From an optimization exercise on the open Yosys and OpenROAD flow, aimed at small area, a short achievable clock period and few clock cycles per item; shortcuts taken in it are not production practice.
Where RTL was checked, it was by simulation tests only, not by an equivalence proof against the original.
Power and IR drop assume default switching activity.

==> flow/design.v (excerpt) <==
module deinterlacer_v2 (
	clock,
	reset,
	dout_data,
	dout_ready,
	dout_valid,
	dout_startofpacket,
	dout_endofpacket,
	din_data,
	din_ready,
	din_valid,
	din_startofpacket,
	din_endofpacket
);
clock: 8.0 ns
lec_check: 0
abc_clock_period_in_ps: 2500
cap_margin: 20
core_margin: 2
core_utilization: 75
place_density: 0.85
slew_margin: 20
standard.sh (not shown) runs the stock make flow with config.mk's settings and CLKGATE_MAP_FILE= SYNTH_SCRIPT=/design/flow/synth_recipe.tcl, a recipe that flattens the netlist after the stock synthesis.
==> flow/flow/run.sh <==
#!/bin/bash
# Standard layout with these changes in how it is made:
#  - the synthesized netlist's combinational cells start at their smallest
#    drive strength (repair sizes up what timing needs);
#  - plain buffers on the ports;
#  - flip-flops that drive output ports are placed at their port buffers;
#  - clock tree: no dummy loads, clusters of up to 20 flip-flops on
#    clkbuf_8, clkbuf_16 above them;
set -euo pipefail
export SETUP_SLACK_MARGIN=5.35
export BUFFER_PORTS_ARGS="-buffer_cell sky130_fd_sc_hd__buf_2"
export PRE_DETAIL_PLACE_TCL="$PWD/flow/move_oflops.tcl"
export CTS_ARGS="-sink_clustering_enable -repair_clock_nets -dont_use_dummy_load -sink_clustering_size 20 -sink_clustering_max_diameter 60 -sink_buffer_max_cap_derate 0.2 -buf_list {sky130_fd_sc_hd__clkbuf_8 sky130_fd_sc_hd__clkbuf_16} -root_buf sky130_fd_sc_hd__clkbuf_16 -tree_buf sky130_fd_sc_hd__clkbuf_16 -sink_clustering_buffer sky130_fd_sc_hd__clkbuf_8"
R=orfs/results/sky130hd/deinterlacer_v2/base
bash standard.sh synth > synth.log 2>&1
python3 flow/downsize.py "$FLOW_HOME/platforms/sky130hd/lib/sky130_fd_sc_hd__tt_025C_1v80.lib" "$R/1_2_yosys.v" > downsize.log 2>&1
rm -f "$R/1_synth.odb" "$R/1_synth.sdc"
bash standard.sh > standard.log 2>&1
Other scripts of this flow, unchanged in this note and not shown: flow/flow/downsize.py, flow/flow/move_oflops.tcl
The baseline ran to the end with no violations.
Testbench counts at the start, summed over its fixed seeds: cycles 15,258, frames 64.
Next try:
CORE_UTILIZATION = 70   (was 75)
PLACE_DENSITY = 0.9   (was 0.85)
Result: The new run finished with timing, DRC and antenna clean. Routed wire length rises by about 5.4%. Total power grows by about 0.9%. Register-to-register slack barely changes.
Next try:
--- a/flow/flow/run.sh
+++ b/flow/flow/run.sh
@@ -7,2 +7 @@
-#  - clock tree: no dummy loads, clusters of up to 20 flip-flops on
-#    clkbuf_8, clkbuf_16 above them;
+#  - no CTS dummy loads, larger clock sink clusters;
@@ -10 +9 @@
-export SETUP_SLACK_MARGIN=5.35
+export SETUP_SLACK_MARGIN=5.30
CORE_UTILIZATION = 60   (was 70)
PLACE_DENSITY = 0.8   (was 0.9)
Outcome:
- The changed run completed with no timing, DRC or antenna violations
- sequential share of layout area went down by 0.26 points
- hold slack gets better by 6.5 ps
- first-iteration DRC count went down by 39%
Next try:
--- a/flow/flow/run.sh
+++ b/flow/flow/run.sh
@@ -7 +7,2 @@
-#  - no CTS dummy loads, larger clock sink clusters;
+#  - clock tree: no dummy loads, clusters of up to 20 flip-flops on
+#    clkbuf_8, clkbuf_16 above them;
@@ -9 +10 @@
-export SETUP_SLACK_MARGIN=5.30
+export SETUP_SLACK_MARGIN=5.35
Outcome: The changed run ran to the end with no violations; first-iteration DRC count is higher by 38%; design area stays flat; worst hold slack loses 37 ps; worst setup slack loses 7.5 ps; global-route usage is lower by 0.24 points.


Setup of build 12:
deinterlacer_v2, a different RTL version from the one above (not shown whole).
Size in the first run: roughly 1400 cells after synthesis.
clock: 8.0 ns
lec_check: 0
abc_clock_period_in_ps: 2500
cap_margin: 20
core_margin: 2
core_utilization: 60
place_density: 0.8
slew_margin: 20
==> flow/flow/run.sh <==
#!/bin/bash
# Standard layout with these changes in how it is made:
#  - the synthesized netlist's combinational cells start at their smallest
#    drive strength (repair sizes up what timing needs);
#  - plain buffers on the ports;
#  - flip-flops that drive output ports are placed at their port buffers;
#  - no CTS dummy loads, larger clock sink clusters;
set -euo pipefail
export SETUP_SLACK_MARGIN=5.25
export BUFFER_PORTS_ARGS="-buffer_cell sky130_fd_sc_hd__buf_2"
export PRE_DETAIL_PLACE_TCL="$PWD/flow/move_oflops.tcl"
export CTS_ARGS="-sink_clustering_enable -repair_clock_nets -dont_use_dummy_load -sink_clustering_size 20 -sink_clustering_max_diameter 60 -sink_buffer_max_cap_derate 0.2 -buf_list {sky130_fd_sc_hd__clkbuf_8 sky130_fd_sc_hd__clkbuf_16} -root_buf sky130_fd_sc_hd__clkbuf_16 -tree_buf sky130_fd_sc_hd__clkbuf_16 -sink_clustering_buffer sky130_fd_sc_hd__clkbuf_8"
R=orfs/results/sky130hd/deinterlacer_v2/base
bash standard.sh synth > synth.log 2>&1
python3 flow/downsize.py "$FLOW_HOME/platforms/sky130hd/lib/sky130_fd_sc_hd__tt_025C_1v80.lib" "$R/1_2_yosys.v" > downsize.log 2>&1
rm -f "$R/1_synth.odb" "$R/1_synth.sdc"
bash standard.sh > standard.log 2>&1
Other scripts of this flow, unchanged in this note and not shown: flow/flow/downsize.py, flow/flow/move_oflops.tcl
Build 12: full flow OK, the timing, DRC and antenna checks passed
Testbench counts of build 12, summed over its fixed seeds: cycles 15,258, frames 64.
[inputs] build 14 vs build 12
--- a/flow/flow/run.sh
+++ b/flow/flow/run.sh
@@ -9 +9 @@
-export SETUP_SLACK_MARGIN=5.25
+export SETUP_SLACK_MARGIN=5.35
### Flow results
Build 14 and build 12 ended up with nearly the same utilization of the core after routing.
Changes observed in build 14 relative to build 12: met3 usage in global routing has remained practically unchanged, met3 wire length saw a decrease, data arrival time of the worst path saw an increase.
Share of power burned in combinational logic: build 14 > build 12
Share of the clock period used by the worst path after layout for build 14: 0.21 points up relative to build 12
Wire length: build 14 vs build 12 — no meaningful difference
Build 14 vs. build 12: hold slack +0.026 ns; buffer count excluding the clock tree in the final layout +1.5%; xor-xnor portion of the synthesized cell area ~0 delta; number of antenna violations at the first check in global routing -1.


deinterlacer_v2, a different RTL version from the one above (not shown whole).
Size: roughly 1400 cells after synthesis, about 58 I/O pins, roughly 21000 um2 of cells after synthesis.
## deinterlacer_v2
module deinterlacer_v2 (
	clock,
	reset,
	dout_data,
	dout_ready,
	dout_valid,
	dout_startofpacket,
	dout_endofpacket,
	din_data,
	din_ready,
	din_valid,
	din_startofpacket,
	din_endofpacket
);
==> flow/config.mk <==
export PLATFORM = sky130hd
export DESIGN_NAME = deinterlacer_v2
export DESIGN_NICKNAME = deinterlacer_v2
export VERILOG_FILES = /design/flow/design.v
export SDC_FILE = /design/flow/constraint.sdc
export NUM_CORES = 4
export LEC_CHECK = 0
export ABC_CLOCK_PERIOD_IN_PS = 2500
export CAP_MARGIN = 20
export CORE_MARGIN = 2
export CORE_UTILIZATION = 60
export PLACE_DENSITY = 0.8
export SLEW_MARGIN = 20
==> flow/constraint.sdc <==
create_clock -name core_clock -period 8.0 [get_ports {clock}]
set_input_delay 1.6000 -clock core_clock [delete_from_list [all_inputs] [get_ports {clock}]]
set_output_delay 1.6000 -clock core_clock [all_outputs]
set_load 0.01 [all_outputs]
==> flow/flow/run.sh <==
#!/bin/bash
# Standard layout with these changes in how it is made:
#  - the synthesized netlist's combinational cells start at their smallest
#    drive strength (repair sizes up what timing needs);
#  - plain buffers on the ports;
#  - flip-flops that drive output ports are placed at their port buffers;
#  - no CTS dummy loads, larger clock sink clusters;
set -euo pipefail
export SETUP_SLACK_MARGIN=5.25
export BUFFER_PORTS_ARGS="-buffer_cell sky130_fd_sc_hd__buf_2"
export PRE_DETAIL_PLACE_TCL="$PWD/flow/move_oflops.tcl"
export CTS_ARGS="-sink_clustering_enable -repair_clock_nets -dont_use_dummy_load -sink_clustering_size 20 -sink_clustering_max_diameter 60 -sink_buffer_max_cap_derate 0.2 -buf_list {sky130_fd_sc_hd__clkbuf_8 sky130_fd_sc_hd__clkbuf_16} -root_buf sky130_fd_sc_hd__clkbuf_16 -tree_buf sky130_fd_sc_hd__clkbuf_16 -sink_clustering_buffer sky130_fd_sc_hd__clkbuf_8"
R=orfs/results/sky130hd/deinterlacer_v2/base
bash standard.sh synth > synth.log 2>&1
python3 flow/downsize.py "$FLOW_HOME/platforms/sky130hd/lib/sky130_fd_sc_hd__tt_025C_1v80.lib" "$R/1_2_yosys.v" > downsize.log 2>&1
rm -f "$R/1_synth.odb" "$R/1_synth.sdc"
bash standard.sh > standard.log 2>&1
Other scripts of this flow, unchanged in this note and not shown: flow/flow/downsize.py, flow/flow/move_oflops.tcl
The baseline produced a clean layout.
Change:
--- a/flow/flow/run.sh
+++ b/flow/flow/run.sh
@@ -8,3 +8,3 @@
 set -euo pipefail
-export SETUP_SLACK_MARGIN=5.25
+export SETUP_SLACK_MARGIN=5.4
 export BUFFER_PORTS_ARGS="-buffer_cell sky130_fd_sc_hd__buf_2"
Register-to-register slack improves by 0.09 ns.
Worst setup slack barely changes.
First-iteration DRC count came out lower by 12%.
Design area rises by 0.62%.
Sequential share of layout area goes down by 0.46 points.
Clock power barely changes.
No functional check of the RTL was part of any run of this note.


## west
The RTL this note starts from:
==> flow/design.v <==
`timescale 1ns/1ns
module deinterlacer_v2 (
	clock,
	reset,
	dout_data,
	dout_ready,
	dout_valid,
	dout_startofpacket,
	dout_endofpacket,
	din_data,
	din_ready,
	din_valid,
	din_startofpacket,
	din_endofpacket
);
localparam DW = 24;
input  logic          clock;
input  logic          reset;
output logic [DW-1:0] dout_data;
input  logic          dout_ready;
output logic          dout_valid;
output logic          dout_startofpacket;
output logic          dout_endofpacket;
input  logic [DW-1:0] din_data;
output logic          din_ready;
input  logic          din_valid;
input  logic          din_startofpacket;
input  logic          din_endofpacket;
localparam S_C0 = 0, S_C1 = 1, S_C2 = 2, S_C3 = 3, S_HDR = 4, S_PIX = 5;
logic [5:0] ss;                     
localparam O_IDLE = 0, O_B1 = 1, O_B2 = 2, O_B3 = 3, O_VHDR = 4, O_PIX = 5;
logic [5:0] so;                     
logic [4:0]  wm1;                   
logic [4:0]  lsel_n;                
logic        wsel;                  
logic        oact;                  
logic        ahead;                 
logic        wfull;                 
logic        copy1;                 
logic        lastline;              
logic [4:0]  wp, op;                
logic [4:0]  k;                     
logic [DW-1:0]    r0;
logic [16*DW-1:0] s16;
logic [8*DW-1:0]  s8;               
logic [4*DW-1:0]  s4;
logic [2*DW-1:0]  s2;               
logic [DW-1:0]    s1;
wire  [DW-1:0] o16_n = ~(!lsel_n[4] ? s16[16*DW-1 -: DW] : r0);
wire  [DW-1:0] o8    = ~(!lsel_n[3] ? s8[8*DW-1 -: DW]   : o16_n);
wire  [DW-1:0] o4_n  = ~(!lsel_n[2] ? s4[4*DW-1 -: DW]   : o8);
wire  [DW-1:0] o2    = ~(!lsel_n[1] ? s2[2*DW-1 -: DW]   : o4_n);
wire  [DW-1:0] tap_n = ~(!lsel_n[0] ? s1                 : o2);
always_ff @(posedge clock) begin : loop
	r0  <= wsel ? din_data : ~tap_n;
	s16 <= {s16[15*DW-1:0], r0};
	s8  <= {s8[7*DW-1:0], o16_n};
	s4  <= {s4[3*DW-1:0], o8};
	s2  <= {s2[DW-1:0], o4_n};
	s1  <= o2;
end
wire sink_ctl  = ss[S_C1] || ss[S_C2] || ss[S_C3];
wire in_fire   = din_valid && (ss[S_C0] || ss[S_HDR] || wsel);
wire write_now = din_valid && wsel;
wire pwrite    = write_now && ss[S_PIX];
wire cwrite    = write_now && sink_ctl;
wire can_load  = ovalid_n || dout_ready;
wire op_last   = (op == wm1);
wire wp_last   = (wp == wm1);
wire [4:0] k_p1   = k + 5'd1;
wire [4:0] k_inc  = (k == wm1) ? 5'd0 : k_p1;
wire pix_ready = oact && (k == op) && (copy1 || ahead || wfull || wp != op);
wire pix_load  = so[O_PIX] && pix_ready && can_load;
wire retire    = pix_load && copy1 && op_last;
wire fresh     = pwrite && !oact;                                
wire start     = pwrite && (wp == 5'd0) && (wfull || !oact);     
wire b3_in     = ss[S_HDR] || ss[S_PIX];
wire ctl_ready = (so[O_IDLE] && !ss[S_C0]) ||
                 (so[O_B1] && !ss[S_C1] && k == 5'd0) ||
                 (so[O_B2] && b3_in && k == 5'd2) ||
                 (so[O_B3] && k == 5'd0) ||
                 so[O_VHDR] || so[O_PIX];
wire [5:0] ss_n = !in_fire ? ss :
                  ss[S_PIX] ? ((wp_last && din_endofpacket) ? 6'd1 << S_C0 : ss) :
                  {ss[4:0], 1'b0};
wire [5:0] so_n = so[O_PIX] ? ((retire && lastline && !ahead) ? 6'd1 << O_IDLE : so) :
                  (ctl_ready && can_load) ? {so[4:0], 1'b0} : so;
wire oact_n   = (oact && !(retire && !ahead)) || pwrite;
wire ahead_n  = oact && !retire && (ahead || start);
wire wfull_n  = pwrite ? wp_last : (wfull && !(retire && !ahead));
wire [4:0] wp_n = pwrite ? (wp_last ? 5'd0 : wp + 5'd1) : wp;
wire [4:0] op_n = pix_load ? k_inc : op;
wire copy1_n    = (pix_load && op_last) ? ~copy1 : copy1;
wire [4:0] k_n  = (fresh || (cwrite && ss[S_C1])) ? 5'd0 : k_inc;
wire lastline_n = (pwrite && wp_last) ? din_endofpacket : (lastline && !(retire && !ahead));
wire wp_zero   = (wp == 5'd0);
wire mid_w     = !wp_last && !ahead && (!(wp_zero && wfull) || op[4:1] != 4'd0);
wire k2_wp     = (k_p1 + 5'd1 == wp) || (k == wm1 && wp == 5'd1);
wire mid_nw    = !wfull && !wp_zero && k2_wp && !ahead;
wire early_n   = wfull && copy1 && op != 5'd0 && k_p1 == wm1 && wm1 != 5'd0 && !lastline && !ahead;
wire sp0       = so[O_VHDR] ||
                 (so[O_PIX] && !(lastline && copy1 && op_last && k == op && !ahead));
wire sp1       = (so[O_B3] && ctl_ready);
wire sc0       = so[O_IDLE] || so[O_B1] || so[O_B2] || so[O_B3];
wire sc1       = (so[O_PIX] && pix_ready && copy1 && op_last && lastline && !ahead);
wire spix_v    = ss[S_HDR] || (ss[S_PIX] && !(wsel && wp_last && din_endofpacket));
wire spix_nv   = ss[S_PIX];
wire [5:0] ss_v  = ss[S_C0]  ? 6'd1 << S_C1 :
                   ss[S_HDR] ? 6'd1 << S_PIX :
                   ss[S_PIX] ? ((wsel && wp_last && din_endofpacket) ? 6'd1 << S_C0 : ss) :
                   wsel ? {ss[4:0], 1'b0} : ss;
wire [4:0] k_cv  = (wsel && ss[S_C1]) ? 5'd0 : k_inc;
logic [3:0] wsel_c, drdy_c;
for (genvar i = 0; i < 4; i++) begin : nxt
	wire       dv    = i[0];
	wire       cl    = i[1] ? 1'b1 : ovalid_n;
	wire [5:0] ss_x  = dv ? ss_v : ss;
	wire [4:0] k_x   = dv ? k_cv : k_inc;
	wire       pix_x = (dv ? spix_v : spix_nv) && (sp0 || (sp1 && cl)) &&
	                   ((dv && wsel) ? (mid_w || early_n) : (mid_nw || early_n || !oact));
	wire       ctl_x = (sc0 || (sc1 && cl)) &&
	                   (ss_x[S_C1] || (ss_x[S_C2] && k_x == 5'd0) || (ss_x[S_C3] && k_x == 5'd1));
	assign wsel_c[i] = pix_x || ctl_x;
	assign drdy_c[i] = ss_x[S_C0] || ss_x[S_HDR] || pix_x || ctl_x;
end
wire wsel_n = dout_ready ? (din_valid ? wsel_c[3] : wsel_c[2]) : (din_valid ? wsel_c[1] : wsel_c[0]);
wire drdy_n = dout_ready ? (din_valid ? drdy_c[3] : drdy_c[2]) : (din_valid ? drdy_c[1] : drdy_c[0]);
always_ff @(posedge clock or posedge reset) begin : states
	if (reset) begin
		ss        <= 6'd1 << S_C0;
		so        <= 6'd1 << O_IDLE;
		wsel      <= 0;
		oact      <= 0;
		ahead     <= 0;
		wfull     <= 0;
		copy1     <= 0;
		lastline  <= 0;
		wp        <= 0;
		op        <= 0;
		k         <= 0;
	end else begin
		ss        <= ss_n;
		so        <= so_n;
		wsel      <= wsel_n;
		oact      <= oact_n;
		ahead     <= ahead_n;
		wfull     <= wfull_n;
		copy1     <= copy1_n;
		lastline  <= lastline_n;
		wp        <= wp_n;
		op        <= op_n;
		k         <= k_n;
	end
end
always_ff @(posedge clock) begin : ready_port
	din_ready <= drdy_n;
end
wire [DW-1:0] cb2 = s16[2*DW-1 -: DW];
wire [DW-1:0] cb1 = s16[3*DW-1 -: DW];
wire [4:0] wm1_fld = {cb1[16], cb2[3:0]} - 5'd1;
always_ff @(posedge clock) begin : loop_length
	if (so[O_IDLE]) begin
		wm1    <= 5'd2;
		lsel_n <= ~5'd2;
	end else if (so[O_B3] && ctl_ready && can_load) begin
		wm1    <= wm1_fld;
		lsel_n <= ~wm1_fld;
	end
end
logic ovalid_n;
wire  oload  = so[O_PIX] ? pix_load : (ctl_ready && can_load);
wire  valid_n = oload || (!ovalid_n && !dout_ready);
always_ff @(posedge clock or posedge reset) begin : source_ctl
	if (reset) begin
		dout_valid <= 0;
		ovalid_n   <= 1;
	end else begin
		dout_valid <= valid_n;
		ovalid_n   <= !valid_n;
	end
end
wire [DW-1:0] odata = ({DW{so[O_IDLE]}} & 24'h00_00_0F) |
                      ({DW{so[O_B1]}}   & {4'h0, r0[19:16], 4'h0, r0[11:8], 4'h0, r0[3:0]}) |
                      ({DW{so[O_B2]}}   & {4'h0, s16[18:16], r0[3], 4'h0, s16[10:8], s16[19], 4'h0, s16[3:0]}) |
                      ({DW{so[O_B3]}}   & {4'h0, 4'h2, 4'h0, s16[10:8], 1'b0, 4'h0, s16[2:0], s16[11]}) |
                      ({DW{so[O_PIX]}}  & r0);
wire osop = so[O_IDLE] || so[O_VHDR];
wire oeop = so[O_B3] || (so[O_PIX] && copy1 && op_last && lastline && !ahead);
always_ff @(posedge clock) begin : source_data
	if (can_load) begin
		dout_data          <= odata;
		dout_startofpacket <= osop;
		dout_endofpacket   <= oeop;
	end
end
endmodule
clock: 8.0 ns
lec_check: 0
abc_clock_period_in_ps: 2500
cap_margin: 20
core_margin: 2
core_utilization: 60
place_density: 0.8
slew_margin: 20
==> flow/flow/run.sh <==
#!/bin/bash
# Standard layout with these changes in how it is made:
#  - the synthesized netlist's combinational cells start at their smallest
#    drive strength (repair sizes up what timing needs);
#  - plain buffers on the ports;
#  - flip-flops that drive output ports are placed at their port buffers;
#  - no CTS dummy loads, larger clock sink clusters;
set -euo pipefail
export SETUP_SLACK_MARGIN=5.25
export BUFFER_PORTS_ARGS="-buffer_cell sky130_fd_sc_hd__buf_2"
export PRE_DETAIL_PLACE_TCL="$PWD/flow/move_oflops.tcl"
export CTS_ARGS="-sink_clustering_enable -repair_clock_nets -dont_use_dummy_load -sink_clustering_size 20 -sink_clustering_max_diameter 60 -sink_buffer_max_cap_derate 0.2 -buf_list {sky130_fd_sc_hd__clkbuf_8 sky130_fd_sc_hd__clkbuf_16} -root_buf sky130_fd_sc_hd__clkbuf_16 -tree_buf sky130_fd_sc_hd__clkbuf_16 -sink_clustering_buffer sky130_fd_sc_hd__clkbuf_8"
R=orfs/results/sky130hd/deinterlacer_v2/base
bash standard.sh synth > synth.log 2>&1
python3 flow/downsize.py "$FLOW_HOME/platforms/sky130hd/lib/sky130_fd_sc_hd__tt_025C_1v80.lib" "$R/1_2_yosys.v" > downsize.log 2>&1
rm -f "$R/1_synth.odb" "$R/1_synth.sdc"
bash standard.sh > standard.log 2>&1
Other scripts of this flow, unchanged in this note and not shown: flow/flow/downsize.py, flow/flow/move_oflops.tcl
Looking at the reports, west completed the entire flow and the layout it produced met the timing, DRC and antenna checks.
Testbench counts of west, summed over its fixed seeds: cycles 15,258, frames 64.
Input changes introduced in middle (baseline for comparison: west):
--- a/flow/flow/run.sh
+++ b/flow/flow/run.sh
@@ -7,5 +7,5 @@
 #  - no CTS dummy loads, larger clock sink clusters;
 set -euo pipefail
-export SETUP_SLACK_MARGIN=5.25
+export SETUP_SLACK_MARGIN=5.35
 export BUFFER_PORTS_ARGS="-buffer_cell sky130_fd_sc_hd__buf_2"
 export PRE_DETAIL_PLACE_TCL="$PWD/flow/move_oflops.tcl"
Lower fmax among middle and west: west. Changes observed in middle relative to west: fraction of layout instances using a drive strength above 1 has remained practically unchanged; worst slew margin relative to its limit has decreased; total global-route track usage has decreased. Between middle and west, it is middle whose global-route track usage on met1 is lower, by 0.29 points. Changes observed in middle relative to west: total via count in the routed design -0.91%, global-route wire length before repair fell 1.3%, routed wire length went down, cell count held steady, chip area from the yosys synthesis statistics closely matched the old numbers. As far as portion of the layout cell area used by non-clock buffers is concerned, west and middle perform about the same.

re-timing with driven ports:
How much do the figures lean on ideal ports? The routed layouts below were timed once more, with nothing changed but the port constraints. Step 1: set_driving_cell puts a clkbuf_16 on clock and a buf_2 on each other input, an assumption about the parent block. Step 2 times the ports against the registers' clock, not the clock port: input delays grow and output delays shrink by t, the midpoint of the rising clock arrivals with the driver on. a / b / c = ideal ports / drivers / drivers and shift; a / b = the first two.
| run | t (ns) | setup WS [ns] | hold WS [ns] | worst setup path at the end | clock arrival spread, ns |
|---|---|---|---|---|---|
| the first run of note 1 | 0.564 | 5.300 / 5.250 / 4.789 | 0.300 / 0.300 / 0.300 | input to register | 0.079 / 0.079 |
| the second run of note 1 | 0.553 | 5.220 / 5.168 / 4.801 | 0.299 / 0.299 / 0.299 | input to register | 0.083 / 0.083 |
| the third run of note 1 | 0.559 | 5.309 / 5.258 / 4.781 | 0.306 / 0.306 / 0.306 | input to register | 0.066 / 0.065 |
| the fourth run of note 1 | 0.560 | 5.301 / 5.249 / 4.821 | 0.268 / 0.268 / 0.268 | input to register | 0.060 / 0.060 |
| build 12 | 0.560 | 5.296 / 5.241 / 4.956 | 0.279 / 0.279 / 0.279 | input to register | 0.086 / 0.086 |
| build 14 | 0.574 | 5.279 / 5.226 / 4.947 | 0.305 / 0.305 / 0.305 | input to register | 0.094 / 0.094 |
| the first run of note 3 | 0.578 | 5.244 / 5.192 / 4.750 | 0.282 / 0.282 / 0.282 | input to register | 0.094 / 0.094 |
| the second run of note 3 | 0.576 | 5.244 / 5.192 / 4.800 | 0.282 / 0.282 / 0.282 | input to register | 0.096 / 0.096 |
| west | 0.570 | 5.282 / 5.234 / 4.765 | 0.274 / 0.274 / 0.274 | input to register | 0.081 / 0.081 |
| middle | 0.560 | 5.301 / 5.249 / 4.821 | 0.268 / 0.268 / 0.268 | input to register | 0.060 / 0.060 |
After both steps setup and hold are still met in every run listed. For the third run of note 1, which loses most, drivers alone change the setup slack by -0.051 ns; drivers and shift together by -0.528 ns.
